Background: an optimization exercise with open tools, aiming at small area. Do not read the settings as production practice. At most, simulation tests tie the RTL to the original design; equivalence was not proved. No functional check of the RTL was part of run 1. Power figures rest on the tool's default switching activity, not on a simulated workload.

File: design/flow/config.mk
export PLATFORM = sky130hd
export DESIGN_NAME = slave_controller
export DESIGN_NICKNAME = slave_controller
export VERILOG_FILES = /design/flow/design.v
export SDC_FILE = /design/flow/constraint.sdc
export NUM_CORES = 4
export LEC_CHECK = 0
export CAP_MARGIN = 0
export CORE_MARGIN = 2
export CORE_UTILIZATION = 40
export SLEW_MARGIN = 0
File: design/flow/constraint.sdc
create_clock -name core_clock -period 4.0 [get_ports {clk}]
set_input_delay 0.8000 -clock core_clock [delete_from_list [all_inputs] [get_ports {clk}]]
set_output_delay 0.8000 -clock core_clock [all_outputs]
set_load 0.01 [all_outputs]
File: design/flow/design.v
module motor_controller (input clk, input reset, input dir, input on, input [16-1:0] duty_counter, input [15:0] duty_cycle, output [3:0] out);
  reg dir_reg;
  function less;
    input [15:0] a, b;
    integer k;
    begin
      less = 1'b0;
      for (k = 0; k < 16; k = k + 1)
        less = (b[k] & ~a[k]) | ((b[k] | ~a[k]) & less);
    end
  endfunction
  always @(posedge clk)
    if (reset)
      dir_reg <= 1'b0;
    else
      dir_reg <= dir ^ (on & less(duty_counter, duty_cycle));
  motor_internal mi(clk, reset, dir_reg, on, out);
endmodule
module motor_internal (input clk, input reset, input dir, input on, output [3:0] out);
  localparam [6:0] START  = 7'b0010000;
  localparam [6:0] BEFORE = 7'b1100000;    
  reg [6:0] c;
  reg [1:0] prev_in;
  wire low_clear = ~|{c[5], c[3:0]};
  wire at_end = low_clear & ~c[4];
  wire show = low_clear & ~c[6];
  wire change = {dir, on} != prev_in;
  always @(posedge clk)
  begin
    if (reset)
      c <= BEFORE;
    else if (at_end)
      c <= change ? START : 7'b0000000;
    else
      c <= {c[5:0], c[6] ^ c[5] ^ c[2] ^ c[1]};
    if (!at_end)
      prev_in <= {dir, on};
  end
  wire d = prev_in[1];
  wire o = prev_in[0];
  assign out = show ? {d, ~d & o, d ^ o, d & o} : 4'b0000;
endmodule
module slave_controller(input clk, input reset, input chipselect, input write, input [3:0]addr, input [31:0] writedata, output [23:0] GPIO_out);
  reg [11:0] in;
  reg [6*16-1:0] duty_cycle;
  reg [15:0] period;
  reg [16-1:0] duty_counter;
  wire wen = chipselect & write;
  wire [15:0] wd = writedata[15:0] & {16{~reset}};
  integer k;
  always @(posedge clk)
  begin
    for (k = 0; k < 6; k = k + 1)
    begin
      if (reset | (wen & (addr == k)))
        in[2*k +: 2] <= wd[1:0];
      if (reset | (wen & (addr == k + 8)))
        duty_cycle[16*k +: 16] <= wd;
    end
    if (reset | (wen & (addr == 4'd14)))
      period <= wd;
  end
  always @(posedge clk)
    if (reset || duty_counter == period)
      duty_counter <= 0;
    else
      duty_counter <= duty_counter + 1'b1;
  generate
  genvar i;
    for (i=0; i<6; i=i+1)
      begin : motor_control_loop
        motor_controller mc(clk, reset, in[i*2 + 1], in[i*2], duty_counter, duty_cycle[(i+1)*16-1:i*16], GPIO_out[i*4+3:i*4]);
      end
  endgenerate
endmodule
File: design/flow/flow/run.sh
#!/bin/bash
# Layout flow: the standard synthesis, then the combinational logic is
# mapped again for area (flip-flops untouched), then the standard layout steps.
set -euo pipefail
W=$(pwd)
F=$W/flow
R=$W/orfs/results/$FLOW_PLATFORM/slave_controller/base
L=$W/orfs/logs/$FLOW_PLATFORM/slave_controller/base

bash standard.sh synth > $W/synth.log 2>&1

cp $R/1_2_yosys.v $W/std_netlist.v
export REMAP_LIB=$(ls $FLOW_HOME/platforms/$FLOW_PLATFORM/lib/sky130_fd_sc_hd__tt_025C_1v80.lib)
export REMAP_DONTUSE="$(grep -o '\-dont_use [^ ]*' $L/1_2_yosys.log | sort -u | tr '\n' ' ')"
export REMAP_IN=$W/std_netlist.v
export REMAP_OUT=$W/remap_netlist.v
export REMAP_SCRIPT=$F/area.abc
export REMAP_D=3000
yosys -c $F/remap.tcl > $W/remap.log 2>&1
cp $W/remap_netlist.v $R/1_2_yosys.v
rm -f $R/1_synth.odb $R/1_synth.sdc

bash standard.sh finish "BUFFER_PORTS_ARGS=-buffer_cell sky130_fd_sc_hd__buf_1" \
  "CTS_ARGS=-sink_clustering_enable -repair_clock_nets -buf_list sky130_fd_sc_hd__clkbuf_8 -dont_use_dummy_load -sink_clustering_size 30 -sink_clustering_max_diameter 150" \
  > $W/layout.log 2>&1
File: design/flow/flow/area.abc
strash; dc2; dch -f; map -a {D}; topo; stime
File: design/flow/flow/remap.tcl
# Re-map the combinational logic of a mapped netlist for area, keeping every
# flip-flop instance (name, cell type, connections) as it is.
# env: REMAP_IN, REMAP_OUT, REMAP_LIB, REMAP_SCRIPT (abc script), REMAP_D (abc -D)
yosys read_liberty -ignore_miss_func $::env(REMAP_LIB)
# keep sequential cells as black boxes
foreach m {dfxtp dfxbp edfxtp edfxbp dfrtp dfrbp dfstp dfbbp dfsbp sdfxtp sdfxbp sedfxtp dlxtp dlxbp dlxtn dlrtp dlclkp sdlclkp dfrtn sdfrtp sdfstp sdfbbp sdfrbp sdfsbp sedfxbp dlrbp dlrbn dlrtn dlxbn} {
  catch { yosys blackbox sky130_fd_sc_hd__${m}_* }
}
yosys read_verilog -overwrite $::env(REMAP_IN)
yosys hierarchy -top slave_controller
yosys flatten
yosys opt -purge
yosys stat
yosys abc -liberty $::env(REMAP_LIB) -script $::env(REMAP_SCRIPT) -D $::env(REMAP_D) {*}$::env(REMAP_DONTUSE)
yosys opt_clean -purge
yosys setundef -zero
yosys hilomap -singleton -hicell sky130_fd_sc_hd__conb_1 HI -locell sky130_fd_sc_hd__conb_1 LO
yosys insbuf -buf sky130_fd_sc_hd__buf_4 A X
yosys splitnets
yosys opt_clean -purge
yosys tee -o $::env(REMAP_OUT).stat stat -liberty $::env(REMAP_LIB)
yosys write_verilog -noattr -nohex -nodec $::env(REMAP_OUT)
File: design/flow/standard.sh
#!/bin/bash
# synth_recipe.tcl (not shown) runs the flow's synth.tcl, then flattens the netlist and writes it again
# the make line also repeats each setting of config.mk as NAME=value (left out here)
make -C /OpenROAD-flow-scripts/flow DESIGN_CONFIG=/design/flow/config.mk WORK_HOME=/design/flow/orfs CLKGATE_MAP_FILE= SYNTH_SCRIPT=/design/flow/synth_recipe.tcl "${@:-finish}"
==> flow_summary.toml, run 1 <==
[status]
status = "complete, no violations"

[sta]
relSlewSlack_pct = 27.8
drv_slew = 0
min_period_ns = 3.14
fmax_ghz = 0.319
fin_crit_sh_pct = 78.4
rsz0062_at_grt = "no"
setup_viol = 0
finalHoldViolCount = 0
tightestPinTransition_ns = 1.08
setup_tns_ns = 0
finClkSkew_ns = 0.0243
fin_ws_ns = 0.864

[drt]
wire_per_inst_um = 15.6
vias_per_cell = 5.16
vias = 5753
drtPass1Iterations = 5
remaining_drc_errors = 0
drt-initial-drc-count = 400
drt-total-wl_um = 17400
drtAntennaViolNets = 0

[yosys]
syn-cell-area_mm2 = 0.00818
syn-num-nets = 814
netlist_instances = 774
synth.avg_cell_area_um2 = 10.6
synth_warnings = 3

[layout]
syn_to_final_growth_pct = 10.1
diodes = 0
fin_nets = 886
layout-drive-gt1-share_pct = 5.69
seq_area_mm2 = 0.00537
multi_input_area_mm2 = 0.00240
top_regs = "duty_cycle x96, motor_control_loop.mc.mi.c x42"
largest_reg_flops = 96
top_register = "duty_cycle"
nFillCells = 1957
final_area_mm2 = 0.00901

[global_route]
grt_max_degree = 53
gr-usage-all-layers_pct = 16.6
antenna_found_initial = 0
grt_remaining_overflow = 0
grt_first_pass_wirelength_um = 27700
grt_pass1_vias = 5468

[clocking]
cts_tree = "done"
numCtsBuffers = 17
clock_path_buffers = 2
holdBufCountCts = 0
cts_resized = 0
post_cts_buffers = 0
insertion_delay_ns = 0.47
cts_htree_levels = 4
clk_pin_slew_worst_paths_ns = 0.09
cts_root_buf = "clkbuf_8"
numClockSinks = 200

[placement]
hpwl_um = 12000
gp_congestion = 0.802
dp_slack_ns = 0.902
buffer_ports.inserted = 47
placed_area_mm2 = 0.00877

[setup_path]
cp.arrival_ns = 3.50
critical_path_class = "reg -> reg"
required_ns = 4.36
worstSetupStartpointType = "flop"
timing.critical_path.to_type = "flop"
cp_max_fo = 15

[floorplanning]
fp.dieW_um = 147
io_pins = 64
die_y_um = 147
num_rows = 52
start_util_pct = 40.6
core_region_area_mm2 = 0.0202
die_area_mm2 = 0.0216

[power_and_ir_drop]
p_leak_nw = 3.05
peakVddDrop_uv = 182
powerDensity_mw_per_mm2 = 432
total_power_mw = 3.89

[hold_path]
hold_class = "reg -> reg"

[run]
cap_violations = 0
==> through the flow <==
stage,hold slack (ns),std cells,utilization (%)
3_3_place_gp,0.405,1097,43.5
4_1_cts,0.397,1114,44.7
2_1_floorplan,0.398,774,-
3_5_place_dp,0.407,1097,43.5
5_1_grt,0.425,1114,44.7
6_report,0.401,1114,44.7
==> final cells by class <==
type                            instances  area share, %
Sequential cell                       200           59.6
Multi-Input combinational cell        456           26.7
Inverter                              118           4.92
Tap cell                              270           3.75
Clock buffer                           17           2.60
Timing Repair Buffer                   53           2.47
==> placed cells by master (no fill, tap or decap), types with 5 or more instances in the layout <==
cell type / n
clkbuf_8: 17
xor2_1: 13
dfxtp_1: 64
o22ai_1: 28
nand3_1: 12
buf_4: 6
nand2_1: 65
nand4_1: 10
a21oi_1: 33
nor2_1: 137
a22oi_1: 28
nor3_1: 29
a221oi_1: 7
buf_1: 46
o211ai_1: 5
edfxtp_1: 136
clkinv_1: 118
o21ai_0: 33
or2_2: 15
==> layer usage <==
| metal | vias up | track usage, % | part of all wire, % |
|---|---|---|---|
| li1 | 2868 | - | - |
| met1 | 2743 | 22.6 | 48 |
| met2 | 118 | 26.7 | 46 |
| met3 | 24 | 3.60 | 4.1 |
| met4 | 0 | 5.38 | 1.7 |
| met5 | - | 0 | 0 |
==> final timing paths <==
path                                          startpoint                                          end  slack [ns]  cells past startpoint
min          motor_control_loop[1].mc.mi.c[0]$_SDFF_PP0_  motor_control_loop[1].mc.mi.c[1]$_SDFF_PP0_        0.40                      2
max                           duty_counter[1]$_SDFF_PP0_                  duty_counter[15]$_SDFF_PP0_        0.86                     18
min reg2reg  motor_control_loop[1].mc.mi.c[0]$_SDFF_PP0_  motor_control_loop[1].mc.mi.c[1]$_SDFF_PP0_        0.40                      2
max reg2reg                   duty_counter[1]$_SDFF_PP0_                  duty_counter[15]$_SDFF_PP0_        0.86                     18
==> where the power goes <==
| group | switching [mW] | leakage, nW | total, mW | internal (mW) |
|---|---|---|---|---|
| combinational | 0.259 | 1.08 | 0.397 | 0.138 |
| clock | 0.605 | 0.122 | 0.982 | 0.377 |
| sequential | 0.0994 | 1.85 | 2.51 | 2.41 |
==> worst max-delay path, cell delays in order, from the launching register on <==
cell,delay [ns]
dfxtp_1,0.33
clkinv_1,0.34
nor2_1,0.30
nand2_1,0.11
nor2_1,0.19
nand2_1,0.10
nor2_1,0.18
nand2_1,0.10
nor2_1,0.18
nand2_1,0.10
nor2_1,0.18
nand2_1,0.10
nor2_1,0.18
nand2_1,0.10
nor2_1,0.17
nand2_1,0.10
clkinv_1,0.07
nand2_1,0.04
a21oi_1,0.14
==> run 2, diff against run 1 <==
--- a/design/flow/design.v
+++ b/design/flow/design.v
@@ -62,7 +62,10 @@
   end
+  reg [16-1:0] duty_counter_n;
   always @(posedge clk)
     if (reset || duty_counter == period)
-      duty_counter <= 0;
+      duty_counter_n <= {16{1'b1}};
     else
-      duty_counter <= duty_counter + 1'b1;
+      duty_counter_n <= duty_counter_n - 1'b1;
+  always @*
+    duty_counter = ~duty_counter_n;
   generate
--- a/design/flow/flow/run.sh
+++ b/design/flow/flow/run.sh
@@ -23,3 +23,3 @@
 bash standard.sh finish "BUFFER_PORTS_ARGS=-buffer_cell sky130_fd_sc_hd__buf_1" \
-  "CTS_ARGS=-sink_clustering_enable -repair_clock_nets -buf_list sky130_fd_sc_hd__clkbuf_8 -dont_use_dummy_load -sink_clustering_size 30 -sink_clustering_max_diameter 150" \
+  "CTS_ARGS=-sink_clustering_enable -repair_clock_nets -buf_list {sky130_fd_sc_hd__clkbuf_4 sky130_fd_sc_hd__clkbuf_8} -dont_use_dummy_load" \
   > $W/layout.log 2>&1
==> design/flow/flow/area.abc (replaced) <==
strash; dc2; dch -f; &get -n; &nf -a -R 1000 {D}; &put; topo; stime
==> flow_summary.toml, run 2 <==
[clocking]
cts_resized = 0
cts_htree_levels = 4
holdBufCountCts = 0
clk_pin_slew_worst_paths_ns = 0.10
numClockSinks = 200
cts_tree = "done"
clock_path_buffers = 2
numCtsBuffers = 17
post_cts_buffers = 0
cts_root_buf = "clkbuf_8"
insertion_delay_ns = 0.46

[layout]
final_cell_mix = "edfxtp_1, dfxtp_1, buf_1"
syn_to_final_growth_pct = 10.9
layout-drive-gt1-share_pct = 4.89
nFillCells = 1764
multi_input_area_mm2 = 0.00252
top_register = "duty_cycle"
largest_reg_flops = 96
final_area_mm2 = 0.00878
top_regs = "duty_cycle x96, motor_control_loop.mc.mi.c x42"
layout_commonest_cell = "edfxtp_1"
fin_nets = 737
final_core_util_pct = 45.1
diodes = 0
finalNonFillerCells = 960
seq_area_mm2 = 0.00537

[setup_path]
crit_path_start = "duty_counter_n[2]$_SDFF_PP1_"
timing.critical_path.to_type = "flop"
cp_slowest_stage_delay_ns = 0.48
critical_path_class = "reg -> reg"
cpMostUsedCell = "or3_1"
cp_max_fo = 15
r2r_end = "duty_counter_n[15]$_SDFF_PP1_"
regToRegSetupSlack_ns = 0.38
ff2ff_path_depth = 10
cp_cell_sequence = "or3_1 > or3_1 > or3_1 > or3_1 > or3_1 > or3_1 > or2_0 > nor2_1 > xnor2_1 > nand2_1"
worstSetupStartpointType = "flop"
cp.arrival_ns = 3.97
required_ns = 4.36
crit_slowest_cell = "or3_1"
rr_startpoint = "duty_counter_n[2]$_SDFF_PP1_"

[sta]
finalHoldViolCount = 0
rsz0062_at_grt = "no"
finClkSkew_ns = 0.0243
holdWs_ns = 0.437
setup_viol = 0
drv_slew = 0
relSlewSlack_pct = 37.2
tightestPinTransition_ns = 0.941
fin_crit_sh_pct = 90.4
setup_tns_ns = 0
fmax_ghz = 0.277
min_period_ns = 3.62

[power_and_ir_drop]
p_int_mw = 2.94
p_switching_uw = 927
switching_share_pct = 23.9
seqPwrFrac_pct = 65.6
powerDensity_mw_per_mm2 = 441
peakVddDrop_uv = 218
combPwrFrac_pct = 9.4
p_leak_nw = 2.93
pwr-share-clk_pct = 25.0

[drt]
drtAntennaViolNets = 0
vias = 5298
drt-initial-drc-count = 384
vias_per_cell = 5.52
remaining_drc_errors = 0
drt-total-wl_um = 16800
drtPass1Iterations = 7
wire_per_inst_um = 17.5

[placement]
gp_congestion = 0.804
buffer_ports.inserted = 47
dp_cells = 943
placed_area_mm2 = 0.00855
hpwl_um = 11400

[floorplanning]
start_util_pct = 40.7
io_pins = 64
num_rows = 51
die_y_um = 145
fp.dieW_um = 145
die_area_mm2 = 0.0209
core_region_area_mm2 = 0.0195

[yosys]
syn-cell-area_mm2 = 0.00792
synth_warnings = 3
netlist_instances = 617
synth.avg_cell_area_um2 = 12.8
syn-num-nets = 657

[global_route]
antenna_found_initial = 0
grt_first_pass_wirelength_um = 26800
gr-usage-all-layers_pct = 16.9
grt_max_degree = 29
grt_remaining_overflow = 0
grt_pass1_vias = 5255

[hold_path]
min-delay-start = "in[7]$_DFFE_PP_"
hold_class = "reg -> reg"
whs_path_depth = 1
hold_end = "motor_control_loop[3].mc.dir_reg$_SDFF_PP0_"

[run]
cap_violations = 0

[status]
status = "complete, no violations"
-- run 2: critical path, delay by kind of cell, from the launching register on --
kind          cells  cell delay [ns]
simple gates      9             2.91
xor+xnor          1             0.13
flops             1             0.47
-- run 2: layer usage --
metal | part of all wire (%) | wire length (um) | vias to the layer above | track usage, %
met5 | 0 | 0 | - | 0
li1 | - | - | 2538 | -
met3 | 3.2 | 532 | 22 | 3.69
met1 | 45 | 7570 | 2633 | 20.6
met4 | 1.3 | 224 | 0 | 4.70
met2 | 51 | 8510 | 105 | 30.1
-- run 2: power groups by stage --
stage | Sequential, mW | Clock [mW] | Combinational [mW]
global placement | 2.58 | 0 | 0.351
detailed placement | 2.59 | 0 | 0.363
global route | 2.56 | 1.07 | 0.410
CTS | 2.54 | 0.994 | 0.365
floorplan | 2.55 | 0 | 0.253
finish | 2.54 | 0.969 | 0.363
-- run 2: worst max-delay path by stage --
| stage | end | cells past startpoint | slack [ns] |
|---|---|---|---|
| 2_1_floorplan | duty_counter_n[15]$_SDFF_PP1_ | 10 | 0.62 |
| 3_3_place_gp | duty_counter_n[15]$_SDFF_PP1_ | 10 | 0.50 |
| 3_5_place_dp | duty_counter_n[15]$_SDFF_PP1_ | 10 | 0.39 |
| 4_1_cts | duty_counter_n[15]$_SDFF_PP1_ | 10 | 0.39 |
| 5_1_grt | duty_counter_n[15]$_SDFF_PP1_ | 10 | 0.12 |
| 6_report | duty_counter_n[15]$_SDFF_PP1_ | 10 | 0.38 |
-- run 2: final cells by class --
type / count / share of cell area, %
inverter: 13 / 0.556
clock buffer: 17 / 2.66
multi-input combinational: 404 / 28.7
timing repair buffer: 61 / 3.22
sequential: 200 / 61.1
tap: 265 / 3.78
-- run 2: metrics by stage --
stage	setup slack [ns]	power, mW
global placement	0.502	2.93
detailed placement	0.392	2.95
global route	0.120	4.05
finish	0.385	3.87
floorplan	0.617	2.80
CTS	0.394	3.90
==> run 3, diff against run 2 <==
--- a/design/flow/flow/run.sh
+++ b/design/flow/flow/run.sh
@@ -23,3 +23,3 @@
 bash standard.sh finish "BUFFER_PORTS_ARGS=-buffer_cell sky130_fd_sc_hd__buf_1" \
-  "CTS_ARGS=-sink_clustering_enable -repair_clock_nets -buf_list {sky130_fd_sc_hd__clkbuf_4 sky130_fd_sc_hd__clkbuf_8} -dont_use_dummy_load" \
+  "CTS_ARGS=-sink_clustering_enable -repair_clock_nets -buf_list sky130_fd_sc_hd__clkbuf_8 -dont_use_dummy_load" \
   > $W/layout.log 2>&1
==> flow_summary.toml, run 3 <==
[clocking]
numCtsBuffers = 17
insertion_delay_ns = 0.46
holdBufCountCts = 0
post_cts_buffers = 0
clock_path_buffers = 2
cts_root_buf = "clkbuf_8"
cts_resized = 0
cts_htree_levels = 4
numClockSinks = 200
cts_tree = "done"
clk_pin_slew_worst_paths_ns = 0.10

[layout]
fin_nets = 737
layout_commonest_cell = "edfxtp_1"
diodes = 0
multi_input_area_mm2 = 0.00252
seq_area_mm2 = 0.00537
final_cell_mix = "edfxtp_1, dfxtp_1, buf_1"
syn_to_final_growth_pct = 10.9
nFillCells = 1764
top_regs = "duty_cycle x96, motor_control_loop.mc.mi.c x42"
layout-drive-gt1-share_pct = 4.89
top_register = "duty_cycle"
largest_reg_flops = 96

[floorplanning]
core_region_area_mm2 = 0.0195
die_y_um = 145
num_rows = 51
start_util_pct = 40.7
fp.dieW_um = 145
die_area_mm2 = 0.0209
io_pins = 64

[setup_path]
required_ns = 4.36
timing.critical_path.to_type = "flop"
worstSetupStartpointType = "flop"
cp_max_fo = 15
ff2ff_path_depth = 10
cp.arrival_ns = 3.97
critical_path_class = "reg -> reg"

[power_and_ir_drop]
powerDensity_mw_per_mm2 = 441
peakVddDrop_uv = 218
p_leak_nw = 2.93

[drt]
vias = 5298
vias_per_cell = 5.52
drtAntennaViolNets = 0
drt-total-wl_um = 16800
drt-initial-drc-count = 384
wire_per_inst_um = 17.5
remaining_drc_errors = 0
drtPass1Iterations = 7

[hold_path]
hold_class = "reg -> reg"
whs_path_depth = 1

[sta]
relSlewSlack_pct = 37.2
min_period_ns = 3.62
tightestPinTransition_ns = 0.941
fmax_ghz = 0.277
holdWs_ns = 0.437
fin_crit_sh_pct = 90.4
drv_slew = 0
setup_viol = 0
rsz0062_at_grt = "no"
finalHoldViolCount = 0
finClkSkew_ns = 0.0243
setup_tns_ns = 0

[yosys]
synth_warnings = 3
synth.avg_cell_area_um2 = 12.8
netlist_instances = 617
syn-num-nets = 657
syn-cell-area_mm2 = 0.00792

[run]
cap_violations = 0

[placement]
gp_congestion = 0.804
hpwl_um = 11400
buffer_ports.inserted = 47

[global_route]
grt_max_degree = 29
antenna_found_initial = 0
gr-usage-all-layers_pct = 16.9
grt_pass1_vias = 5255
grt_first_pass_wirelength_um = 26800
grt_remaining_overflow = 0

[status]
status = "complete, no violations"
[run 3: through the flow]
| step | setup slack [ns] | instances | utilization [%] | power [mW] | area (um^2) |
|---|---|---|---|---|---|
| CTS | 0.394 | 960 | 45.1 | 3.90 | 8780 |
| global route | 0.120 | 960 | 45.1 | 4.05 | 8780 |
| global placement | 0.502 | 943 | 43.9 | 2.93 | 8550 |
| detailed placement | 0.392 | 943 | 43.9 | 2.95 | 8550 |
| finish | 0.385 | 960 | 45.1 | 3.87 | 8780 |
| floorplan | 0.617 | 617 | - | 2.80 | 7920 |
[run 3: critical path: stages, from the launching register on]
cell	delay, ns
dfxtp_1	0.47
or3_1	0.48
or3_1	0.40
or3_1	0.41
or3_1	0.39
or3_1	0.39
or3_1	0.37
or2_0	0.25
nor2_1	0.16
xnor2_1	0.13
nand2_1	0.06
[run 3: area by class of cell]
class,instances,share of cell area (%)
multi-input cells,404,28.7
well taps,265,3.78
inverters,13,0.556
repair buffers,61,3.22
flip-flops and latches,200,61.1
clock buffers,17,2.66
[run 3: routing by layer]
metal	track usage, %	vias to the layer above	part of all wire [%]
met2	30.1	105	51
met5	0	-	0
met4	4.70	0	1.3
met1	20.6	2633	45
li1	-	2538	-
met3	3.69	22	3.2
[run 3: report_power, final]
group	internal [mW]	switching [mW]
Combinational	0.152	0.211
Sequential	2.42	0.124
Clock	0.377	0.592
Total	2.94	0.927
[run 3: worst paths after layout]
kind	end	slack, ns	startpoint
max	duty_counter_n[15]$_SDFF_PP1_	0.38	duty_counter_n[2]$_SDFF_PP1_
min reg2reg	motor_control_loop[3].mc.dir_reg$_SDFF_PP0_	0.44	in[7]$_DFFE_PP_
max reg2reg	duty_counter_n[15]$_SDFF_PP1_	0.38	duty_counter_n[2]$_SDFF_PP1_
min	motor_control_loop[3].mc.dir_reg$_SDFF_PP0_	0.44	in[7]$_DFFE_PP_
==> run 4, diff against run 3 <==
--- a/design/flow/design.v
+++ b/design/flow/design.v
@@ -19,21 +19,21 @@
 module motor_internal (input clk, input reset, input dir, input on, output [3:0] out);
-  localparam [6:0] START  = 7'b0010000;
-  localparam [6:0] BEFORE = 7'b1100000;    
+  localparam [6:0] FIRST = 7'b1110111;
+  localparam [6:0] LAST  = 7'b1001100;    
   reg [6:0] c;
-  reg [1:0] prev_in;
-  wire low_clear = ~|{c[5], c[3:0]};
-  wire at_end = low_clear & ~c[4];
-  wire show = low_clear & ~c[6];
+  wire show = ~c[6] & ~c[5] & ~c[3] & ~c[2];      
+  wire at_end = ~c[6] & ~c[5] & c[4] & ~c[2];     
+  wire start = show & ~c[4];
+  wire [1:0] prev_in = c[1:0];
   wire change = {dir, on} != prev_in;
   always @(posedge clk)
-  begin
     if (reset)
-      c <= BEFORE;
+      c <= LAST;
     else if (at_end)
-      c <= change ? START : 7'b0000000;
+      c <= {2'b00, ~change, 2'b00, prev_in};      
+    else if (start)
+      c <= FIRST;
+    else if (c == LAST)
+      c <= {5'b00110, dir, on};                    
     else
-      c <= {c[5:0], c[6] ^ c[5] ^ c[2] ^ c[1]};
-    if (!at_end)
-      prev_in <= {dir, on};
-  end
+      c <= {c[5:0], c[6] ^ c[2]};
   wire d = prev_in[1];
--- a/design/flow/flow/run.sh
+++ b/design/flow/flow/run.sh
@@ -23,3 +23,3 @@
 bash standard.sh finish "BUFFER_PORTS_ARGS=-buffer_cell sky130_fd_sc_hd__buf_1" \
-  "CTS_ARGS=-sink_clustering_enable -repair_clock_nets -buf_list sky130_fd_sc_hd__clkbuf_8 -dont_use_dummy_load" \
+  "CTS_ARGS=-sink_clustering_enable -repair_clock_nets -buf_list sky130_fd_sc_hd__clkbuf_8 -dont_use_dummy_load -sink_clustering_size 40 -sink_clustering_max_diameter 300 -sink_clustering_levels 1" \
   > $W/layout.log 2>&1
==> flow_summary.toml, run 4 <==
[status]
status = "complete, no violations"

[floorplanning]
core_region_area_mm2 = 0.0193
die_area_mm2 = 0.0206
num_rows = 51
start_util_pct = 40.5
fp.dieW_um = 144
die_y_um = 144
io_pins = 64

[drt]
drtPass1Iterations = 5
remaining_drc_errors = 0
drt-initial-drc-count = 391
vias_per_cell = 5.74
drt-total-wl_um = 18400
wire_per_inst_um = 18.5
vias = 5736
drtAntennaViolNets = 0

[layout]
layout_commonest_cell = "edfxtp_1"
final_area_mm2 = 0.00865
syn_to_final_growth_pct = 11.0
final_core_util_pct = 44.9
nFillCells = 1830
seq_area_mm2 = 0.00500
fin_nets = 776
layout-drive-gt1-share_pct = 4.50
top_regs = "duty_cycle x96, motor_control_loop.mc.mi.c x42"
top_register = "duty_cycle"
multi_input_area_mm2 = 0.00274
diodes = 0
final_cell_mix = "edfxtp_1, dfxtp_1, nand2_1"
finalNonFillerCells = 999
largest_reg_flops = 96

[setup_path]
critical_path_class = "reg -> reg"
required_ns = 4.35
worstSetupStartpointType = "flop"
cp.arrival_ns = 3.79
regToRegSetupSlack_ns = 0.56
timing.critical_path.to_type = "flop"
cp_max_fo = 5

[global_route]
grt_pass1_vias = 5502
grt_max_degree = 29
antenna_found_initial = 0
grt_remaining_overflow = 0
gr-usage-all-layers_pct = 18.5
grt_first_pass_wirelength_um = 28900

[placement]
placed_area_mm2 = 0.00842
dp_cells = 982
hpwl_um = 12600
dp_slack_ns = 0.597
gp_congestion = 0.847
buffer_ports.inserted = 47

[sta]
drv_slew = 0
tightestPinTransition_ns = 1.04
holdWs_ns = 0.445
relSlewSlack_pct = 30.1
setup_viol = 0
finalHoldViolCount = 0
fin_crit_sh_pct = 86.1
finClkSkew_ns = 0.0273
setup_tns_ns = 0
fin_ws_ns = 0.557
rsz0062_at_grt = "no"
min_period_ns = 3.44
fmax_ghz = 0.290

[power_and_ir_drop]
pwr-share-clk_pct = 25.9
p_leak_nw = 2.90
total_power_mw = 3.63
combPwrFrac_pct = 8.9
switching_share_pct = 24.2
powerDensity_mw_per_mm2 = 420
p_int_mw = 2.75
peakVddDrop_uv = 218
p_switching_uw = 880
seqPwrFrac_pct = 65.2

[clocking]
clock_path_buffers = 2
numCtsBuffers = 17
cts_resized = 0
cts_tree = "done"
post_cts_buffers = 0
holdBufCountCts = 0
cts_htree_levels = 4
cts_root_buf = "clkbuf_8"
numClockSinks = 188
clk_pin_slew_worst_paths_ns = 0.09
insertion_delay_ns = 0.46

[yosys]
netlist_instances = 657
syn-num-nets = 697
synth_warnings = 3
syn-cell-area_mm2 = 0.00780
synth.avg_cell_area_um2 = 11.9

[run]
cap_violations = 0

[hold_path]
hold_class = "reg -> reg"
-- run 4: area by class of cell --
| type | instances | area share (%) |
|---|---|---|
| sequential | 188 | 57.8 |
| timing repair buffer | 60 | 3.18 |
| multi-input combinational | 452 | 31.7 |
| inverter | 17 | 0.737 |
| clock buffer | 17 | 2.70 |
| tap | 265 | 3.83 |
-- run 4: per-layer routing --
layer	GRT usage [%]	routed length, um	vias to the layer above
li1	-	-	2750
met1	24.1	8240	2786
met2	30.3	8840	173
met3	3.87	940	27
met4	7.02	414	0
met5	0	0	-
-- run 4: path summary, 6_finish.rpt --
kind	depth (start not counted)	startpoint	end
max reg2reg	10	duty_counter_n[2]$_SDFF_PP1_	duty_counter_n[15]$_SDFF_PP1_
min	1	in[3]$_DFFE_PP_	motor_control_loop[1].mc.dir_reg$_SDFF_PP0_
max	10	duty_counter_n[2]$_SDFF_PP1_	duty_counter_n[15]$_SDFF_PP1_
min reg2reg	1	in[3]$_DFFE_PP_	motor_control_loop[1].mc.dir_reg$_SDFF_PP0_
-- run 4: critical path: stages, from the launching register on --
cell and delay [ns]:
dfxtp_1 0.32, or3_1 0.43, or3_1 0.39, or3_1 0.40, or3_1 0.39, or3_1 0.36
or2_0 0.29, or3_1 0.38, nor2_1 0.16, xnor2_1 0.14, nand2_1 0.07
-- run 4: power groups by stage --
stage          clock [mW]  sequential (mW)  combinational, mW
3_5_place_dp            0             2.41              0.322
5_1_grt              1.04             2.39              0.363
2_1_floorplan           0             2.38              0.215
6_report            0.941             2.37              0.322
4_1_cts             0.968             2.37              0.323
3_3_place_gp            0             2.40              0.308
==> run 5, diff against run 4 <==
--- a/design/flow/flow/run.sh
+++ b/design/flow/flow/run.sh
@@ -23,3 +23,3 @@
 bash standard.sh finish "BUFFER_PORTS_ARGS=-buffer_cell sky130_fd_sc_hd__buf_1" \
-  "CTS_ARGS=-sink_clustering_enable -repair_clock_nets -buf_list sky130_fd_sc_hd__clkbuf_8 -dont_use_dummy_load -sink_clustering_size 40 -sink_clustering_max_diameter 300 -sink_clustering_levels 1" \
+  "CTS_ARGS=-repair_clock_nets -buf_list sky130_fd_sc_hd__clkbuf_8 -dont_use_dummy_load" \
   > $W/layout.log 2>&1
==> flow_summary.toml, run 5 <==
[clocking]
cts_htree_levels = 4
holdBufCountCts = 0
clk_pin_slew_worst_paths_ns = 0.09
numClockSinks = 188
cts_root_buf = "clkbuf_8"
insertion_delay_ns = 0.46
clock_path_buffers = 2
cts_tree = "done"
post_cts_buffers = 0
numCtsBuffers = 17
cts_resized = 0

[floorplanning]
die_y_um = 144
start_util_pct = 40.5
fp.dieW_um = 144
io_pins = 64
die_area_mm2 = 0.0206
core_region_area_mm2 = 0.0193
num_rows = 51

[drt]
wire_per_inst_um = 18.5
vias_per_cell = 5.74
remaining_drc_errors = 0
drt-total-wl_um = 18400
vias = 5736
drtAntennaViolNets = 0
drtPass1Iterations = 5
drt-initial-drc-count = 391

[yosys]
synth_warnings = 3
netlist_instances = 657
syn-num-nets = 697
syn-cell-area_mm2 = 0.00780
synth.avg_cell_area_um2 = 11.9

[sta]
rsz0062_at_grt = "no"
setup_viol = 0
drv_slew = 0
fmax_ghz = 0.290
fin_crit_sh_pct = 86.1
setup_tns_ns = 0
finalHoldViolCount = 0
tightestPinTransition_ns = 1.04
finClkSkew_ns = 0.0273
min_period_ns = 3.44
relSlewSlack_pct = 30.1

[setup_path]
cp.arrival_ns = 3.79
worstSetupStartpointType = "flop"
required_ns = 4.35
cp_cell_sequence = "or3_1 > or3_1 > or3_1 > or3_1 > or3_1 > or2_0 > or3_1 > nor2_1 > xnor2_1 > nand2_1"
path_delay_family = "simple AND/OR/NAND/NOR gates"
cp_max_fo = 5
critical_path_class = "reg -> reg"
crit_slowest_cell = "or3_1"
path_buf_inv = 0
timing.critical_path.to_type = "flop"
cp_slowest_stage_delay_ns = 0.43
cpMostUsedCell = "or3_1"

[layout]
diodes = 0
layout_commonest_cell = "edfxtp_1"
final_cell_mix = "edfxtp_1, dfxtp_1, nand2_1"
top_register = "duty_cycle"
nFillCells = 1830
top_regs = "duty_cycle x96, motor_control_loop.mc.mi.c x42"
fin_nets = 776
syn_to_final_growth_pct = 11.0
layout-drive-gt1-share_pct = 4.50
finalNonFillerCells = 999
largest_reg_flops = 96

[global_route]
grt_pass1_vias = 5502
antenna_found_initial = 0
gr-usage-all-layers_pct = 18.5
grt_max_degree = 29
grt_remaining_overflow = 0
grt_first_pass_wirelength_um = 28900

[power_and_ir_drop]
total_power_mw = 3.63
seqPwrFrac_pct = 65.2
p_int_mw = 2.75
combPwrFrac_pct = 8.9
p_leak_nw = 2.90
switching_share_pct = 24.2
powerDensity_mw_per_mm2 = 420
pwr-share-clk_pct = 25.9
peakVddDrop_uv = 218
p_switching_uw = 880

[placement]
hpwl_um = 12600
buffer_ports.inserted = 47
gp_congestion = 0.847
dp_cells = 982

[run]
cap_violations = 0

[hold_path]
hold_class = "reg -> reg"

[status]
status = "complete, no violations"
-- run 5: power groups by stage --
| stage | sequential, mW | combinational (mW) | clock, mW |
|---|---|---|---|
| 2_1_floorplan | 2.38 | 0.215 | 0 |
| 3_3_place_gp | 2.40 | 0.308 | 0 |
| 3_5_place_dp | 2.41 | 0.322 | 0 |
| 4_1_cts | 2.37 | 0.323 | 0.968 |
| 5_1_grt | 2.39 | 0.363 | 1.04 |
| 6_report | 2.37 | 0.322 | 0.941 |
-- run 5: worst reg2reg max path: stages (launching register included) --
cell,delay [ns]
dfxtp_1,0.32
or3_1,0.43
or3_1,0.39
or3_1,0.40
or3_1,0.39
or3_1,0.36
or2_0,0.29
or3_1,0.39
nor2_1,0.16
xnor2_1,0.14
nand2_1,0.07
-- run 5: routing by layer --
metal | global-route usage (%) | wire, um | up-vias
met5 | 0 | 0 | -
met4 | 7.02 | 414 | 0
met3 | 3.87 | 940 | 27
met2 | 30.3 | 8840 | 173
met1 | 24.1 | 8240 | 2786
li1 | - | - | 2750
-- run 5: final cells by class --
| cell class | instances | area (um^2) | share of cell area, % |
|---|---|---|---|
| clock buffer | 17 | 234 | 2.70 |
| sequential | 188 | 5000 | 57.8 |
| multi-input combinational | 452 | 2740 | 31.7 |
| inverter | 17 | 63.8 | 0.737 |
| timing repair buffer | 60 | 275 | 3.18 |
| tap | 265 | 332 | 3.83 |
-- run 5: path summary, 6_finish.rpt --
path                                                 endpoint                         start  cells past startpoint  slack [ns]
setup reg to reg                duty_counter_n[15]$_SDFF_PP1_  duty_counter_n[2]$_SDFF_PP1_                     10        0.56
setup / recovery                duty_counter_n[15]$_SDFF_PP1_  duty_counter_n[2]$_SDFF_PP1_                     10        0.56
hold reg to reg   motor_control_loop[1].mc.dir_reg$_SDFF_PP0_               in[3]$_DFFE_PP_                      1        0.45
hold / removal    motor_control_loop[1].mc.dir_reg$_SDFF_PP0_               in[3]$_DFFE_PP_                      1        0.45
-- run 5: per-stage QoR --
step / worst slack (ns) / instance area [um^2] / utilization, % / hold WS [ns]
floorplan: 0.638 / 7800 / - / 0.421
global route: 0.342 / 8650 / 44.9 / 0.468
global placement: 0.645 / 8420 / 43.7 / 0.428
finish: 0.557 / 8650 / 44.9 / 0.445
CTS: 0.559 / 8650 / 44.9 / 0.448
detailed placement: 0.597 / 8420 / 43.7 / 0.434
==> run 6, diff against run 5 <==
--- a/design/flow/flow/run.sh
+++ b/design/flow/flow/run.sh
@@ -23,3 +23,3 @@
 bash standard.sh finish "BUFFER_PORTS_ARGS=-buffer_cell sky130_fd_sc_hd__buf_1" \
-  "CTS_ARGS=-repair_clock_nets -buf_list sky130_fd_sc_hd__clkbuf_8 -dont_use_dummy_load" \
+  "CTS_ARGS=-sink_clustering_enable -repair_clock_nets -buf_list sky130_fd_sc_hd__clkbuf_8 -dont_use_dummy_load" \
   > $W/layout.log 2>&1
--- a/design/flow/config.mk
+++ b/design/flow/config.mk
@@ -9,3 +9,3 @@
 export CORE_MARGIN = 2
-export CORE_UTILIZATION = 40
+export CORE_UTILIZATION = 60
 export SLEW_MARGIN = 0
==> flow_summary.toml, run 6 <==
[sta]
fin_crit_sh_pct = 87.3
setup_viol = 0
tightestPinTransition_ns = 1.03
min_period_ns = 3.49
finClkSkew_ns = 0.0262
rsz0062_at_grt = "no"
fmax_ghz = 0.286
drv_slew = 0
holdWs_ns = 0.438
finalHoldViolCount = 0
relSlewSlack_pct = 30.9
fin_ws_ns = 0.509
setup_tns_ns = 0

[drt]
drtAntennaViolNets = 0
remaining_drc_errors = 0
drt-total-wl_um = 17400
drt-initial-drc-count = 515
wire_per_inst_um = 19.2
vias_per_cell = 6.45
drtPass1Iterations = 5
vias = 5857

[clocking]
post_cts_buffers = 0
cts_root_buf = "clkbuf_8"
cts_tree = "done"
cts_resized = 0
numClockSinks = 188
clk_pin_slew_worst_paths_ns = 0.09
clock_path_buffers = 2
numCtsBuffers = 17
insertion_delay_ns = 0.46
cts_htree_levels = 4
holdBufCountCts = 0

[global_route]
gr-usage-all-layers_pct = 25.8
antenna_found_initial = 0
grt_util_met2_pct = 42.5
grtUsageMet3_pct = 5.81
grt_max_degree = 29
met1_usage_pct = 34.7
grt_first_pass_wirelength_um = 27900
grt_pass1_vias = 5619
grt_remaining_overflow = 0
grt_busiest_layer = "met2"

[floorplanning]
die_area_mm2 = 0.0139
start_util_pct = 61.5
fp.dieW_um = 118
core_region_area_mm2 = 0.0127
num_rows = 41
die_y_um = 118
io_pins = 64

[power_and_ir_drop]
powerDensity_mw_per_mm2 = 425
p_leak_nw = 2.90
peakVddDrop_uv = 295

[setup_path]
worstSetupStartpointType = "flop"
crit_path_start = "duty_counter_n[2]$_SDFF_PP1_"
required_ns = 4.32
rr_startpoint = "duty_counter_n[2]$_SDFF_PP1_"
regToRegSetupSlack_ns = 0.51
cp.arrival_ns = 3.81
critical_path_class = "reg -> reg"
timing.critical_path.to_type = "flop"
cp_max_fo = 5

[yosys]
synth_warnings = 3
syn-num-nets = 697
synth.avg_cell_area_um2 = 11.9
syn-cell-area_mm2 = 0.00780
netlist_instances = 657

[run]
cap_violations = 0

[layout]
largest_reg_flops = 96
nFillCells = 981
layout_commonest_cell = "edfxtp_1"
syn_to_final_growth_pct = 9.68
diodes = 0
top_regs = "duty_cycle x96, motor_control_loop.mc.mi.c x42"
top_register = "duty_cycle"
final_cell_mix = "edfxtp_1, dfxtp_1, nand2_1"
final_core_util_pct = 67.5
fin_nets = 778
layout-drive-gt1-share_pct = 4.76

[placement]
hpwl_um = 11900
gp_congestion = 0.816
buffer_ports.inserted = 47
dp_slack_ns = 0.570

[hold_path]
min-delay-start = "in[3]$_DFFE_PP_"
hold_class = "reg -> reg"

[status]
status = "complete, no violations"
-- run 6: cell types whose count changed in the layout (fill, tap and decap cells not counted) --
cell / change
buf_4: +2
-- run 6: cell type report --
class / instances / area [um^2] / area share [%]
tap: 172 / 215 / 2.52
inverter: 17 / 63.8 / 0.746
clock buffer: 17 / 234 / 2.74
multi-input combinational: 452 / 2740 / 32.1
timing repair buffer: 62 / 290 / 3.39
sequential: 188 / 5000 / 58.5
-- run 6: worst max-delay path: stages, from the launching register on --
cell	delay, ns
dfxtp_1	0.31
or3_1	0.44
or3_1	0.40
or3_1	0.42
or3_1	0.39
or3_1	0.36
or2_0	0.28
or3_1	0.38
nor2_1	0.17
xnor2_1	0.14
nand2_1	0.07
-- run 6: report_power, final --
| group | leakage, nW | internal [mW] | switching, mW | total [mW] |
|---|---|---|---|---|
| registers | 1.73 | 2.24 | 0.124 | 2.37 |
| clock network | 0.122 | 0.376 | 0.567 | 0.943 |
| logic | 1.05 | 0.132 | 0.190 | 0.321 |
-- run 6: through the flow --
stage,power (mW),instance area [um^2],cells
after global routing,3.78,8550,908
after floorplan,2.59,7800,657
after detailed placement,2.73,8320,891
after CTS,3.64,8550,908
final,3.63,8550,908
after global placement,2.70,8320,891
-- run 6: path summary, 6_finish.rpt --
| path | end | cells after the start |
|---|---|---|
| setup / recovery | duty_counter_n[15]$_SDFF_PP1_ | 10 |
| hold / removal | motor_control_loop[1].mc.dir_reg$_SDFF_PP0_ | 1 |
| setup reg to reg | duty_counter_n[15]$_SDFF_PP1_ | 10 |
| hold reg to reg | motor_control_loop[1].mc.dir_reg$_SDFF_PP0_ | 1 |
-- run 6: routing by layer --
layer  share of wire [%]  up-vias
met4                 1.1        0
met1                  44     2887
met5                   0        -
li1                    -     2759
met2                  49      188
met3                 6.1       23
==> run 7, diff against run 6 <==
--- a/design/flow/config.mk
+++ b/design/flow/config.mk
@@ -9,3 +9,4 @@
 export CORE_MARGIN = 2
-export CORE_UTILIZATION = 60
+export CORE_UTILIZATION = 70
+export PLACE_DENSITY = 0.85
 export SLEW_MARGIN = 0
==> flow_summary.toml, run 7 <==
[layout]
layout-drive-gt1-share_pct = 4.76
final_area_mm2 = 0.00851
top_regs = "duty_cycle x96, motor_control_loop.mc.mi.c x42"
layout_commonest_cell = "edfxtp_1"
diodes = 0
syn_to_final_growth_pct = 9.16
fin_nets = 778
nFillCells = 653
final_cell_mix = "edfxtp_1, dfxtp_1, nand2_1"
top_register = "duty_cycle"
final_core_util_pct = 78.5
multi_input_area_mm2 = 0.00274
seq_area_mm2 = 0.00500
largest_reg_flops = 96

[drt]
vias_per_cell = 6.91
drt-total-wl_um = 18100
drtAntennaViolNets = 0
drtPass1Iterations = 5
drt-initial-drc-count = 820
vias = 6055
wire_per_inst_um = 20.6
remaining_drc_errors = 0

[sta]
setup_viol = 0
tightestPinTransition_ns = 0.997
relSlewSlack_pct = 33.0
fmax_ghz = 0.277
drv_slew = 0
min_period_ns = 3.61
finalHoldViolCount = 0
finClkSkew_ns = 0.0247
setup_tns_ns = 0
rsz0062_at_grt = "no"
fin_crit_sh_pct = 90.3
fin_ws_ns = 0.386

[clocking]
numClockSinks = 188
insertion_delay_ns = 0.48
cts_root_buf = "clkbuf_8"
clk_pin_slew_worst_paths_ns = 0.09
holdBufCountCts = 0
cts_tree = "done"
cts_htree_levels = 4
numCtsBuffers = 17
clock_path_buffers = 2
post_cts_buffers = 0
cts_resized = 0

[setup_path]
cp_cell_sequence = "or3_1 > or3_1 > or3_1 > or3_1 > or3_1 > or2_0 > or3_1 > nor2_1 > xnor2_1 > nand2_1"
required_ns = 4.35
cp.arrival_ns = 3.96
regToRegSetupSlack_ns = 0.39
path_delay_family = "simple AND/OR/NAND/NOR gates"
crit_slowest_cell = "dfxtp_1"
cp_max_fo = 12
critical_path_class = "reg -> reg"
path_buf_inv = 0
worstSetupStartpointType = "flop"
rr_startpoint = "duty_counter_n[0]$_SDFF_PP1_"
r2r_end = "duty_counter_n[15]$_SDFF_PP1_"
timing.critical_path.to_type = "flop"
ff2ff_path_depth = 10
cp_slowest_stage_delay_ns = 0.43
cpMostUsedCell = "or3_1"

[yosys]
syn-num-nets = 697
netlist_instances = 657
synth.avg_cell_area_um2 = 11.9
syn-cell-area_mm2 = 0.00780
synth_warnings = 3

[global_route]
grt_remaining_overflow = 0
grt_pass1_vias = 5839
gr-usage-all-layers_pct = 31.7
antenna_found_initial = 0
grt_max_degree = 35
grt_first_pass_wirelength_um = 28400

[hold_path]
hold_class = "reg -> reg"
min-delay-start = "in[7]$_DFFE_PP_"
hold_end = "motor_control_loop[3].mc.dir_reg$_SDFF_PP0_"
whs_path_depth = 1

[floorplanning]
die_area_mm2 = 0.0120
start_util_pct = 71.9
io_pins = 64
die_y_um = 110
num_rows = 38
fp.dieW_um = 110
core_region_area_mm2 = 0.0108

[placement]
placed_area_mm2 = 0.00828
buffer_ports.inserted = 47
hpwl_um = 12100
dp_slack_ns = 0.471
gp_congestion = 0.896

[status]
status = "complete, no violations"

[run]
cap_violations = 0

[power_and_ir_drop]
powerDensity_mw_per_mm2 = 428
p_leak_nw = 2.90
peakVddDrop_uv = 306
-- run 7: cell counts in the layout (fill, tap and decap cells not counted) --
Identical to the previous run, type by type.
-- run 7: worst max path at each step --
stage,depth (start not counted),slack [ns],startpoint,end
after global placement,10,0.59,duty_counter_n[0]$_SDFF_PP1_,duty_counter_n[15]$_SDFF_PP1_
after global routing,10,0.21,duty_counter_n[0]$_SDFF_PP1_,duty_counter_n[15]$_SDFF_PP1_
final,10,0.39,duty_counter_n[0]$_SDFF_PP1_,duty_counter_n[15]$_SDFF_PP1_
after floorplan,10,0.64,duty_counter_n[1]$_SDFF_PP1_,duty_counter_n[15]$_SDFF_PP1_
after detailed placement,10,0.47,duty_counter_n[0]$_SDFF_PP1_,duty_counter_n[15]$_SDFF_PP1_
after CTS,10,0.42,duty_counter_n[0]$_SDFF_PP1_,duty_counter_n[15]$_SDFF_PP1_
-- run 7: stage by stage --
stage / hold slack (ns) / cells / power, mW
2_1_floorplan: 0.421 / 657 / 2.59
5_1_grt: 0.477 / 876 / 3.76
3_5_place_dp: 0.435 / 859 / 2.73
3_3_place_gp: 0.429 / 859 / 2.70
4_1_cts: 0.456 / 876 / 3.62
6_report: 0.459 / 876 / 3.64
-- run 7: power by group --
group          total (mW)  internal, mW  switching [mW]  leakage (nW)
Combinational       0.324         0.131           0.193          1.05
Sequential           2.37          2.24           0.129          1.73
Clock               0.946         0.376           0.570         0.122
Total                3.64          2.75           0.892          2.90
-- run 7: per-layer routing --
layer / up-vias / track usage (%) / wire length [um]
li1: 2749 / - / -
met1: 2933 / 41.4 / 7240
met2: 323 / 52.2 / 8900
met3: 50 / 7.59 / 1510
met4: 0 / 11.6 / 401
met5: - / 0 / 0
-- run 7: layout make-up --
type,instances,share of cell area (%)
well taps,140,2.06
inverters,17,0.750
multi-input cells,452,32.2
flip-flops and latches,188,58.8
clock buffers,17,2.75
repair buffers,62,3.41
==> run 8, diff against run 7 <==
--- a/design/flow/config.mk
+++ b/design/flow/config.mk
@@ -9,4 +9,3 @@
 export CORE_MARGIN = 2
-export CORE_UTILIZATION = 70
-export PLACE_DENSITY = 0.85
+export CORE_UTILIZATION = 40
 export SLEW_MARGIN = 0
==> flow_summary.toml, run 8 <==
[drt]
drtPass1Iterations = 5
vias_per_cell = 5.74
drt-initial-drc-count = 391
vias = 5736
wire_per_inst_um = 18.5
drt-total-wl_um = 18400
drtAntennaViolNets = 0
remaining_drc_errors = 0

[placement]
gp_congestion = 0.847
dp_slack_ns = 0.597
hpwl_um = 12600
dp_cells = 982
buffer_ports.inserted = 47

[floorplanning]
fp.dieW_um = 144
die_y_um = 144
core_region_area_mm2 = 0.0193
die_area_mm2 = 0.0206
io_pins = 64
start_util_pct = 40.5
num_rows = 51

[clocking]
cts_tree = "done"
clock_path_buffers = 2
cts_resized = 0
numClockSinks = 188
holdBufCountCts = 0
post_cts_buffers = 0
clk_pin_slew_worst_paths_ns = 0.09
insertion_delay_ns = 0.46
cts_root_buf = "clkbuf_8"
numCtsBuffers = 17
cts_htree_levels = 4

[global_route]
grt_max_degree = 29
grt_remaining_overflow = 0
grt_first_pass_wirelength_um = 28900
met1_usage_pct = 24.1
grt_busiest_layer = "met2"
gr-usage-all-layers_pct = 18.5
grt_pass1_vias = 5502
grt_util_met2_pct = 30.3
antenna_found_initial = 0
grtUsageMet3_pct = 3.87

[setup_path]
rr_startpoint = "duty_counter_n[2]$_SDFF_PP1_"
cp_max_fo = 5
ff2ff_path_depth = 10
cp.arrival_ns = 3.79
r2r_end = "duty_counter_n[15]$_SDFF_PP1_"
critical_path_class = "reg -> reg"
timing.critical_path.to_type = "flop"
crit_path_start = "duty_counter_n[2]$_SDFF_PP1_"
required_ns = 4.35
regToRegSetupSlack_ns = 0.56
worstSetupStartpointType = "flop"

[layout]
top_regs = "duty_cycle x96, motor_control_loop.mc.mi.c x42"
final_core_util_pct = 44.9
layout-drive-gt1-share_pct = 4.50
nFillCells = 1830
final_cell_mix = "edfxtp_1, dfxtp_1, nand2_1"
finalNonFillerCells = 999
seq_area_mm2 = 0.00500
top_register = "duty_cycle"
diodes = 0
syn_to_final_growth_pct = 11.0
multi_input_area_mm2 = 0.00274
layout_commonest_cell = "edfxtp_1"
fin_nets = 776
largest_reg_flops = 96

[hold_path]
min-delay-start = "in[3]$_DFFE_PP_"
hold_end = "motor_control_loop[1].mc.dir_reg$_SDFF_PP0_"
hold_class = "reg -> reg"
whs_path_depth = 1

[sta]
relSlewSlack_pct = 30.1
drv_slew = 0
tightestPinTransition_ns = 1.04
min_period_ns = 3.44
fmax_ghz = 0.290
setup_tns_ns = 0
holdWs_ns = 0.445
fin_ws_ns = 0.557
finClkSkew_ns = 0.0273
finalHoldViolCount = 0
rsz0062_at_grt = "no"
setup_viol = 0
fin_crit_sh_pct = 86.1

[status]
status = "complete, no violations"

[power_and_ir_drop]
p_leak_nw = 2.90
peakVddDrop_uv = 218
powerDensity_mw_per_mm2 = 420

[yosys]
synth.avg_cell_area_um2 = 11.9
syn-cell-area_mm2 = 0.00780
synth_warnings = 3
netlist_instances = 657
syn-num-nets = 697

[run]
cap_violations = 0
[run 8: cell types whose count changed in the layout (fill, tap and decap cells not counted)]
cell,delta
buf_4,-2
[run 8: final cells by class]
cell class / count / share of cell area, %
clock buffers: 17 / 2.70
inverters: 17 / 0.737
multi-input cells: 452 / 31.7
flip-flops and latches: 188 / 57.8
well taps: 265 / 3.83
repair buffers: 60 / 3.18
[run 8: power breakdown]
group / total [mW] / switching [mW] / internal [mW]
sequential: 2.37 / 0.124 / 2.24
combinational: 0.322 / 0.191 / 0.131
clock: 0.941 / 0.565 / 0.376
total: 3.63 / 0.880 / 2.75
[run 8: critical path, stage by stage, from the launching register on]
cell,delay (ns)
dfxtp_1,0.32
or3_1,0.43
or3_1,0.39
or3_1,0.40
or3_1,0.39
or3_1,0.36
or2_0,0.29
or3_1,0.38
nor2_1,0.16
xnor2_1,0.14
nand2_1,0.07
[run 8: routing by layer]
| layer | part of all wire (%) | wire, um | vias to the layer above |
|---|---|---|---|
| li1 | - | - | 2750 |
| met1 | 45 | 8240 | 2786 |
| met2 | 48 | 8840 | 173 |
| met3 | 5.1 | 940 | 27 |
| met4 | 2.2 | 414 | 0 |
| met5 | 0 | 0 | - |
[run 8: through the flow]
| stage | cell area, um^2 | total power [mW] |
|---|---|---|
| global placement | 8420 | 2.71 |
| CTS | 8650 | 3.66 |
| detailed placement | 8420 | 2.73 |
| finish | 8650 | 3.63 |
| floorplan | 7800 | 2.59 |
| global route | 8650 | 3.80 |
[run 8: how the worst max path moves through the flow]
stage | endpoint | slack [ns] | depth (start not counted)
after detailed placement | duty_counter_n[15]$_SDFF_PP1_ | 0.60 | 10
final | duty_counter_n[15]$_SDFF_PP1_ | 0.56 | 10
after global placement | duty_counter_n[15]$_SDFF_PP1_ | 0.64 | 10
after CTS | duty_counter_n[15]$_SDFF_PP1_ | 0.56 | 10
after floorplan | duty_counter_n[15]$_SDFF_PP1_ | 0.64 | 10
after global routing | duty_counter_n[15]$_SDFF_PP1_ | 0.34 | 10
==> run 9, diff against run 8 <==
==> design/flow/flow/area.abc (replaced) <==
strash; dc2; &get -n; &deepsyn -T 180; &put; dch -f; &get -n; &nf -R 1000 {D}; &put; topo; stime
==> flow_summary.toml, run 9 <==
[status]
status = "complete, no violations"

[sta]
finClkSkew_ns = 0.0262
fin_crit_sh_pct = 84.6
holdWs_ns = 0.433
setup_viol = 0
relSlewSlack_pct = 33.8
min_period_ns = 3.38
fmax_ghz = 0.296
fin_ws_ns = 0.616
finalHoldViolCount = 0
tightestPinTransition_ns = 0.991
drv_slew = 0
setup_tns_ns = 0
rsz0062_at_grt = "no"

[clocking]
clock_path_buffers = 2
clk_pin_slew_worst_paths_ns = 0.08
cts_root_buf = "clkbuf_8"
cts_resized = 0
cts_tree = "done"
numClockSinks = 188
insertion_delay_ns = 0.47
post_cts_buffers = 0
cts_htree_levels = 4
holdBufCountCts = 0
numCtsBuffers = 17

[layout]
nFillCells = 1736
final_core_util_pct = 45.2
final_cell_mix = "edfxtp_1, dfxtp_1, nor2_1"
seq_area_mm2 = 0.00500
largest_reg_flops = 96
finalNonFillerCells = 972
multi_input_area_mm2 = 0.00267
top_register = "duty_cycle"
fin_nets = 754
layout_commonest_cell = "edfxtp_1"
syn_to_final_growth_pct = 10.3
final_area_mm2 = 0.00850
diodes = 0
top_regs = "duty_cycle x96, motor_control_loop.mc.mi.c x42"
layout-drive-gt1-share_pct = 3.65

[drt]
vias_per_cell = 5.68
drt-initial-drc-count = 452
drt-total-wl_um = 17100
drtAntennaViolNets = 0
remaining_drc_errors = 0
drtPass1Iterations = 6
vias = 5521
wire_per_inst_um = 17.6

[setup_path]
critical_path_class = "reg -> reg"
required_ns = 4.34
cp.arrival_ns = 3.73
timing.critical_path.to_type = "flop"
cp_max_fo = 5
worstSetupStartpointType = "flop"
ff2ff_path_depth = 10

[global_route]
grt_pass1_vias = 5172
gr-usage-all-layers_pct = 17.4
grt_first_pass_wirelength_um = 27200
grt_max_degree = 56
antenna_found_initial = 0
grt_remaining_overflow = 0

[floorplanning]
fp.dieW_um = 143
start_util_pct = 40.9
num_rows = 50
die_area_mm2 = 0.0204
io_pins = 64
die_y_um = 143
core_region_area_mm2 = 0.0188

[yosys]
synth_warnings = 3
synth.avg_cell_area_um2 = 12.0
syn-num-nets = 680
syn-cell-area_mm2 = 0.00771
netlist_instances = 640

[power_and_ir_drop]
peakVddDrop_uv = 247
total_power_mw = 3.60
p_leak_nw = 2.83
powerDensity_mw_per_mm2 = 424

[placement]
dp_cells = 955
buffer_ports.inserted = 47
placed_area_mm2 = 0.00827
dp_slack_ns = 0.644
hpwl_um = 11300
gp_congestion = 0.823

[run]
cap_violations = 0

[hold_path]
whs_path_depth = 1
hold_class = "reg -> reg"
[run 9: changes by cell type in the layout (fill, tap and decap cells not counted), sizes merged, moves of 7 or more]
cell,before,now
nand2,49,35
nor2,41,51
o211ai,12,2
o21bai,0,10
clkinv,17,9
nand3,21,14
[run 9: critical path: stages (launching register included)]
cell,delay (ns)
dfxtp_1,0.31
or3_1,0.45
or3_1,0.39
or3_1,0.38
or3_1,0.39
or3_1,0.36
or2_0,0.27
or3_1,0.36
nor2_1,0.15
xnor2_1,0.13
nand2_1,0.06
[run 9: area by class of cell]
class,instances,share of cell area [%]
Clock buffer,17,2.75
Timing Repair Buffer,55,2.80
Sequential cell,188,58.8
Inverter,9,0.397
Multi-Input combinational cell,443,31.4
Tap cell,260,3.83
[run 9: where the power goes]
part	internal (mW)	switching, mW	leakage, nW	total, mW
registers	2.24	0.122	1.73	2.36
clock network	0.376	0.568	0.122	0.944
logic	0.120	0.175	0.975	0.295
[run 9: routing by layer]
| layer | track usage (%) | vias to the layer above | share of wire [%] |
|---|---|---|---|
| li1 | - | 2673 | - |
| met1 | 24.3 | 2690 | 46 |
| met2 | 27.6 | 142 | 48 |
| met3 | 3.35 | 16 | 4.5 |
| met4 | 5.52 | 0 | 1.2 |
| met5 | 0 | - | 0 |
[run 9: final timing paths]
kind / start / end / slack [ns]
hold / removal: in[1]$_DFFE_PP_ / motor_control_loop[0].mc.dir_reg$_SDFF_PP0_ / 0.43
setup / recovery: duty_counter_n[2]$_SDFF_PP1_ / duty_counter_n[15]$_SDFF_PP1_ / 0.62
hold reg to reg: in[1]$_DFFE_PP_ / motor_control_loop[0].mc.dir_reg$_SDFF_PP0_ / 0.43
setup reg to reg: duty_counter_n[2]$_SDFF_PP1_ / duty_counter_n[15]$_SDFF_PP1_ / 0.62
==> run 10, diff against run 9 <==
--- a/design/flow/flow/run.sh
+++ b/design/flow/flow/run.sh
@@ -23,3 +23,3 @@
 bash standard.sh finish "BUFFER_PORTS_ARGS=-buffer_cell sky130_fd_sc_hd__buf_1" \
-  "CTS_ARGS=-sink_clustering_enable -repair_clock_nets -buf_list sky130_fd_sc_hd__clkbuf_8 -dont_use_dummy_load" \
+  "CTS_ARGS=-sink_clustering_enable -buf_list sky130_fd_sc_hd__clkbuf_8 -dont_use_dummy_load" \
   > $W/layout.log 2>&1
==> design/flow/flow/area.abc (replaced) <==
strash; dc2; dch -f; &get -n; &nf -a -R 1000 {D}; &put; topo; stime
--- a/design/flow/config.mk
+++ b/design/flow/config.mk
@@ -10,2 +10,3 @@
 export CORE_UTILIZATION = 40
+export GPL_TIMING_DRIVEN = 0
 export SLEW_MARGIN = 0
==> flow_summary.toml, run 10 <==
[yosys]
netlist_instances = 657
syn-num-nets = 697
synth_warnings = 3
syn-cell-area_mm2 = 0.00780
synth.avg_cell_area_um2 = 11.9

[clocking]
numCtsBuffers = 17
cts_htree_levels = 4
clock_path_buffers = 2
numClockSinks = 188
insertion_delay_ns = 0.48
cts_tree = "done"
cts_root_buf = "clkbuf_8"
clk_pin_slew_worst_paths_ns = 0.09

[sta]
relSlewSlack_pct = 26.8
fin_ws_ns = 0.273
rsz0062_at_grt = "no"
setup_tns_ns = 0
fin_crit_sh_pct = 93.2
setup_viol = 0
finClkSkew_ns = 0.0424
tightestPinTransition_ns = 1.09
min_period_ns = 3.73
fmax_ghz = 0.268
finalHoldViolCount = 0
drv_slew = 0

[power_and_ir_drop]
total_power_mw = 3.63
combPwrFrac_pct = 8.6
pwr-share-clk_pct = 26.0
p_int_mw = 2.75
p_leak_nw = 2.89
powerDensity_mw_per_mm2 = 420
seqPwrFrac_pct = 65.4
peakVddDrop_uv = 221
p_switching_uw = 884
switching_share_pct = 24.3

[placement]
hpwl_um = 12200
buffer_ports.inserted = 47
dp_slack_ns = 0.240
gp_congestion = 0.842
placed_area_mm2 = 0.00843

[global_route]
grt_max_degree = 37
grt_remaining_overflow = 0
grt_first_pass_wirelength_um = 27900
grt_pass1_vias = 5394
gr-usage-all-layers_pct = 17.8
antenna_found_initial = 0

[floorplanning]
die_y_um = 144
fp.dieW_um = 144
die_area_mm2 = 0.0206
core_region_area_mm2 = 0.0193
start_util_pct = 40.5
io_pins = 64
num_rows = 51

[setup_path]
worstSetupStartpointType = "flop"
required_ns = 4.30
critical_path_class = "reg -> reg"
cp_max_fo = 16
timing.critical_path.to_type = "flop"
cp.arrival_ns = 4.03
ff2ff_path_depth = 10

[drt]
wire_per_inst_um = 18.3
drtAntennaViolNets = 0
vias = 5791
drt-initial-drc-count = 495
remaining_drc_errors = 0
drtPass1Iterations = 5
drt-total-wl_um = 18200
vias_per_cell = 5.83

[layout]
fin_nets = 771
layout-drive-gt1-share_pct = 4.80
syn_to_final_growth_pct = 11.1
largest_reg_flops = 96
top_register = "duty_cycle"
top_regs = "duty_cycle x96, motor_control_loop.mc.mi.c x42"
diodes = 0
layout_commonest_cell = "edfxtp_1"
final_area_mm2 = 0.00866
final_cell_mix = "edfxtp_1, dfxtp_1, nand2_1"

[run]
cap_violations = 0

[status]
status = "complete, no violations"

[hold_path]
whs_path_depth = 1
hold_class = "reg -> reg"
run 10: power by group through the flow:
stage	logic (mW)	registers [mW]	clock network [mW]
CTS	0.311	2.37	0.969
global route	0.349	2.40	1.04
global placement	0.287	2.41	0
floorplan	0.215	2.38	0
finish	0.312	2.38	0.946
detailed placement	0.310	2.42	0
run 10: repair_timing:
item / in CTS / in global routing
hold buffers: 0 / 0
gates resized for setup: 0 / 2
setup endpoints to repair: 0 / 1
setup buffers: 0 / 0
run 10: worst paths after layout:
kind,from,to,slack [ns]
setup / recovery,duty_counter_n[2]$_SDFF_PP1_,duty_counter_n[15]$_SDFF_PP1_,0.27
hold / removal,in[1]$_DFFE_PP_,motor_control_loop[0].mc.dir_reg$_SDFF_PP0_,0.44
setup reg to reg,duty_counter_n[2]$_SDFF_PP1_,duty_counter_n[15]$_SDFF_PP1_,0.27
hold reg to reg,in[1]$_DFFE_PP_,motor_control_loop[0].mc.dir_reg$_SDFF_PP0_,0.44
run 10: metal layers:
metal  track usage (%)  wire length, um  vias up  share of wire, %
li1                  -                -     2742                 -
met2              28.2             8540      189                47
met5                 0                0        -                 0
met1              24.5             8410     2830                46
met4              6.14              373        0               2.0
met3              3.70              905       30               5.0
run 10: worst max-delay path, cell delays in order, from the launching register on:
cell,delay (ns)
dfxtp_2,0.42
or3_1,0.48
or3_1,0.40
or3_1,0.44
or3_1,0.42
or3_1,0.37
or2_0,0.29
or3_1,0.37
nor2_1,0.17
xnor2_1,0.14
nand2_1,0.07
run 10: metrics by stage:
stage               util (%)  cells  hold WS, ns
floorplan                  -    657        0.421
global placement        43.1    969        0.432
detailed placement      43.7    977        0.440
CTS                     44.9    994        0.449
global route            45.0    994        0.447
finish                  45.0    994        0.443
run 10: cell type report:
class	count	area (um^2)
Clock buffer	17	234
Fill cell	1794	10600
Inverter	17	63.8
Multi-Input combinational cell	452	2770
Sequential cell	188	5010
Tap cell	265	332
Timing Repair Buffer	55	262

==> port drivers added, routing unchanged <==
In the flow no input, the clock included, has a driving cell. The finished layouts below were timed again as built, in two steps.
Step 1 (the two cells are an assumption about what drives the block):
set clk [get_ports {clk}]
set_driving_cell -lib_cell sky130_fd_sc_hd__clkbuf_16 $clk
set_driving_cell -lib_cell sky130_fd_sc_hd__buf_2 [delete_from_list [all_inputs] $clk]
Step 2 adds t to the input delays and takes it off the output delays; t is the mean of the earliest and latest rising clock arrival at the registers after step 1. Input paths then give back, and output paths get back, about the clock's delay inside the block.
a / b / c = no drivers / after step 1 / after step 2; a / b = the first two.
| run | t, ns | setup slack, ns | pins driven straight from the clock port |
|---|---|---|---|
| run 1 | 0.492 | 0.864 / 0.864 / 0.864 | 1 |
| run 2 | 0.485 | 0.385 / 0.385 / 0.385 | 1 |
| run 3 | 0.485 | 0.385 / 0.385 / 0.385 | 1 |
| run 4 | 0.488 | 0.557 / 0.557 / 0.557 | 1 |
| run 5 | 0.488 | 0.557 / 0.557 / 0.557 | 1 |
| run 6 | 0.482 | 0.509 / 0.509 / 0.509 | 1 |
| run 7 | 0.502 | 0.386 / 0.386 / 0.386 | 1 |
| run 8 | 0.488 | 0.557 / 0.557 / 0.557 | 1 |
| run 9 | 0.488 | 0.616 / 0.616 / 0.616 | 1 |
| run 10 | 0.493 | 0.273 / 0.273 / 0.273 | 1 |
After both steps every run listed still meets setup and hold.
